This is an optimization exercise on Yosys and OpenROAD, whose aim is a short achievable clock period and low power, not a production implementation.
Where RTL was checked, it was by simulation tests only, not by an equivalence proof against the original.
No activity file was given, so power comes from the tool's default toggle rates.

## bn_mac_unit
module bn_mac_unit (
	input wire aclk,
	input wire aresetn,
	input wire aclken,
	input wire bypass,
	input wire[1:0] bn_calfmt,
	input wire[4:0] fixed_point_quat_accrc,
	input wire[31:0] mac_cell_i_op_a,
	input wire[31:0] mac_cell_i_op_x,
	input wire[31:0] mac_cell_i_op_b,
	input wire mac_cell_i_is_a_eq_1,
	input wire mac_cell_i_is_b_eq_0,
	input wire[1:0] mac_cell_i_info_along,
	input wire mac_cell_i_vld,
	output wire[31:0] mac_cell_o_res,
	output wire[1:0] mac_cell_o_info_along,
	output wire mac_cell_o_vld
);
	reg fp_m;
	reg[4:0] q_m;
	always @(posedge aclk)
	begin
		fp_m <= (bn_calfmt == 2'b10) & (~bypass);
		q_m <= fixed_point_quat_accrc;
	end
	reg[6:0] v;
	always @(posedge aclk or negedge aresetn)
	begin
		if(~aresetn)
			v <= 7'd0;
		else if(aclken)
			v <= {v[5:0], mac_cell_i_vld};
	end
	wire[6:0] en = {7{aclken}} & v;
	wire en_in = aclken & mac_cell_i_vld;
	wire fp_in = (bn_calfmt == 2'b10) & (~bypass);
	wire a1_in = mac_cell_i_is_a_eq_1 | bypass;
	wire b0_in = mac_cell_i_is_b_eq_0 | bypass;
	wire[31:0] ia = mac_cell_i_op_a;
	wire[31:0] ix = mac_cell_i_op_x;
	wire[31:0] op_a =
		fp_in ?
			(a1_in ? {8'd0, 1'b1, 23'd0}:{8'd0, |ia[30:23], ia[22:0]}):
			(a1_in ? 32'd1:ia);
	wire[31:0] op_x = fp_in ? {8'd0, |ix[30:23], ix[22:0]}:ix;
  ...
export LEC_CHECK = 0
export ABC_AREA = 1
export CAP_MARGIN = 20
export CORE_MARGIN = 2
export CORE_UTILIZATION = 40
export CTS_BUF_LIST = sky130_fd_sc_hd__clkbuf_8 sky130_fd_sc_hd__clkbuf_16
export CTS_CLUSTER_DIAMETER = 100
export CTS_CLUSTER_SIZE = 25
export SETUP_SLACK_MARGIN = 5
export SLEW_MARGIN = 20
create_clock -name core_clock -period 9.0 [get_ports {aclk}]
run.sh (not shown) runs the stock make flow with config.mk's settings and CLKGATE_MAP_FILE= SYNTH_SCRIPT=/design/flow/synth_recipe.tcl, a recipe that flattens the netlist after the stock synthesis.
Then changed:
--- a/flow/design.v
+++ b/flow/design.v
@@ -3798,33 +3798,34 @@
 			bd_two[d] =
 				(op_x_ext[2 * d + 2] & (~op_x_ext[2 * d + 1]) & (~op_x_ext[2 * d])) |
 				((~op_x_ext[2 * d + 2]) & op_x_ext[2 * d + 1] & op_x_ext[2 * d]);
 			bd_neg[d] = op_x_ext[2 * d + 2] ^ flip;
 		end
 	end
 	wire[7:0] a_exp_in = a1_in ? 8'd0:(ia[30:23] + {6'b100000, ia[30:23] == 8'd0, ia[30:23] != 8'd0});
 	wire[7:0] x_exp_in = ix[30:23] + {6'b100000, ix[30:23] == 8'd0, ix[30:23] != 8'd0};
 	reg[31:0] A0;
 	reg[15:0] ONE0, TWO0, NEG0;
-	reg[8:0] AXE0;  
+	reg[7:0] AE0, XE0;  
 	reg[31:0] B0;
 	reg a1_0, b0_0;
 	reg[1:0] I0;
 	always @(posedge aclk)
 	begin
 		if(en_in)
 		begin
 			A0 <= op_a;
 			ONE0 <= bd_one;
 			TWO0 <= bd_two;
 			NEG0 <= bd_neg;
-			AXE0 <= {a_exp_in[7], a_exp_in} + {x_exp_in[7], x_exp_in};
+			AE0 <= a_exp_in;
+			XE0 <= x_exp_in;
 			B0 <= b0_in ? 32'd0:mac_cell_i_op_b;
 			a1_0 <= a1_in;
 			b0_0 <= b0_in;
 			I0 <= mac_cell_i_info_along;
 		end
 	end
 	wire[63:0] tree_s;
 	wire[63:0] tree_c;
 	bn_mul_tree tree_u(
 		.clk(aclk),
@@ -3839,21 +3840,21 @@
 	wire[7:0] b_exp0 = B0[30:23] + {6'b100000, B0[30:23] == 8'd0, B0[30:23] != 8'd0};
 	wire[24:0] b_f0 = ({25{B0[31]}} ^ {1'b0, B0[30:23] != 8'd0, B0[22:0]}) + B0[31];
 	reg[8:0] AXE1;  
 	reg[32:0] B1;  
 	reg a1_1, b0_1;
 	reg[1:0] I1;
 	always @(posedge aclk)
 	begin
 		if(en[0])
 		begin
-			AXE1 <= AXE0;
+			AXE1 <= {AE0[7], AE0} + {XE0[7], XE0};
 			B1 <= fp_m ? {b_exp0, b_f0}:{1'b0, B0};
 			a1_1 <= a1_0;
 			b0_1 <= b0_0;
 			I1 <= I0;
 		end
 	end
 	reg[63:0] RS2;
 	reg[63:0] RC2;
 	reg[31:0] B2;  
 	reg gth2;  
@@ -3925,29 +3926,29 @@
 		if(en[3])
 		begin
 			AX4 <= fp_m ? (z3 ? 32'd0:p_sh3[31:0]):amx3;
 			B4 <= B3;
 			E4 <= E3;
 			nn4 <= nn3;
 			I4 <= I3;
 		end
 	end
 	reg[32:0] SUM5;
-	reg[8:0] E5;
+	reg[9:0] E5;  
 	reg nn5;
 	reg[1:0] I5;
 	always @(posedge aclk)
 	begin
 		if(en[4])
 		begin
 			SUM5 <= {AX4[31], AX4} + {B4[31], B4};
-			E5 <= E4;
+			E5 <= {E4[8], E4} + 10'd2;
 			nn5 <= nn4;
 			I5 <= I4;
 		end
 	end
 	wire[31:0] int_res5 =
 		{
 			SUM5[32],
 			{31{~(SUM5[32] & (~SUM5[31]))}} & ({31{(~SUM5[32]) & SUM5[31]}} | SUM5[30:0])
 		};
 	wire[31:0] lsd5 = SUM5[31:0] ^ {32{SUM5[32]}};
@@ -3957,40 +3958,45 @@
 	begin
 		j5 = 5'd31;
 		for(k = 31;k >= 0;k = k - 1)
 			if(lsd5[31 - k])
 				j5 = k;
 		if(nn5)
 			j5 = 5'd2;
 	end
 	wire[34:0] nml_ext5 = {SUM5[32], SUM5[32], SUM5} << j5;
 	wire[32:0] nml5 = nml_ext5[34:2];
+	wire[9:0] e_ext5 = E5;
+	wire[5:0] pe_lo5 = {1'b0, e_ext5[4:0]} - {1'b0, j5};
+	wire[4:0] pe_hi5 = pe_lo5[5] ? (e_ext5[9:5] - 5'd1):e_ext5[9:5];
 	reg NS6;  
 	reg[24:0] NM6;  
 	reg[9:0] PE6;  
 	reg[1:0] I6;
 	always @(posedge aclk)
 	begin
 		if(en[5] & fp_m)
 		begin
 			NS6 <= nml5[32];
 			NM6 <= nml5[30:6];
-			PE6 <= {E5[8], E5} + 10'd2 - {5'd0, j5};
+			PE6 <= {pe_hi5, pe_lo5[4:0]};
 			I6 <= I5;
 		end
 	end
 	wire uf6 =
 		($signed(PE6) < -10'sd126) |
 		(NM6[24:23] == 2'b00) | ((NM6[24:23] == 2'b11) & (|NM6[22:0]));
 	wire neg2_6 = NM6 == {2'b10, 23'd0};
-	wire[7:0] fe6 = uf6 ? 8'h00:(PE6[7:0] + (neg2_6 ? 8'd128:8'd127));
-	wire[22:0] fm6 = ({23{NS6}} ^ ((uf6 | neg2_6) ? 23'd0:NM6[22:0])) + NS6;
+	wire[7:0] fe_raw6 = PE6[7:0] + (neg2_6 ? 8'd128:8'd127);
+	wire[22:0] fm_raw6 = ({23{NS6}} ^ NM6[22:0]) + NS6;
+	wire[7:0] fe6 = uf6 ? 8'h00:fe_raw6;
+	wire[22:0] fm6 = (uf6 | neg2_6) ? 23'd0:fm_raw6;
 	reg[31:0] res_r;
 	reg[1:0] info_r;
 	reg vld_r;
 	wire out_vld = fp_m ? v[6]:v[5];
 	assign mac_cell_o_res = res_r;
 	assign mac_cell_o_info_along = info_r;
 	assign mac_cell_o_vld = vld_r;
 	always @(posedge aclk or negedge aresetn)
 	begin
 		if(~aresetn)
First-iteration DRC count goes down by 2.8%. Cell count goes down by 0.33%. Setup slack is better by 80 ps. Via count stays the same. Hold slack is better by 5.0 ps. Synthesized cell count goes down by 0.54%. Sequential cell count goes up by 8. Clock-buffer cell count went up by 3. Power went up by 2.5%. Clock power goes up by about 6%.
No functional check of the RTL was part of the second run of this note.

==> port drivers added, routing unchanged <==
No port has a modelled driver above. Below, the same layouts with a new extraction and two added sets of constraints.
Step 1 assumes that a clkbuf_16 drives the clock port and a buf_2 every other input.
Step 2 times the ports against the registers' clock, not the clock port: input delays grow and output delays shrink by t, the midpoint of the rising clock arrivals with the driver on.
Slacks: ideal ports / drivers / drivers and shift; pairs: ideal ports / drivers.
| run | t (ns) | setup WS [ns] | worst hold slack (ns) |
|---|---|---|---|
| the first run | 0.761 | 4.940 / 4.940 / 4.430 | 0.418 / 0.418 / 0.418 |
| the second run | 0.787 | 5.020 / 5.020 / 4.607 | 0.423 / 0.423 / 0.423 |
After both steps every run listed still meets setup and hold. For the first run, which loses most, drivers alone change the setup slack by 0.000 ns; drivers and shift together by -0.510 ns.
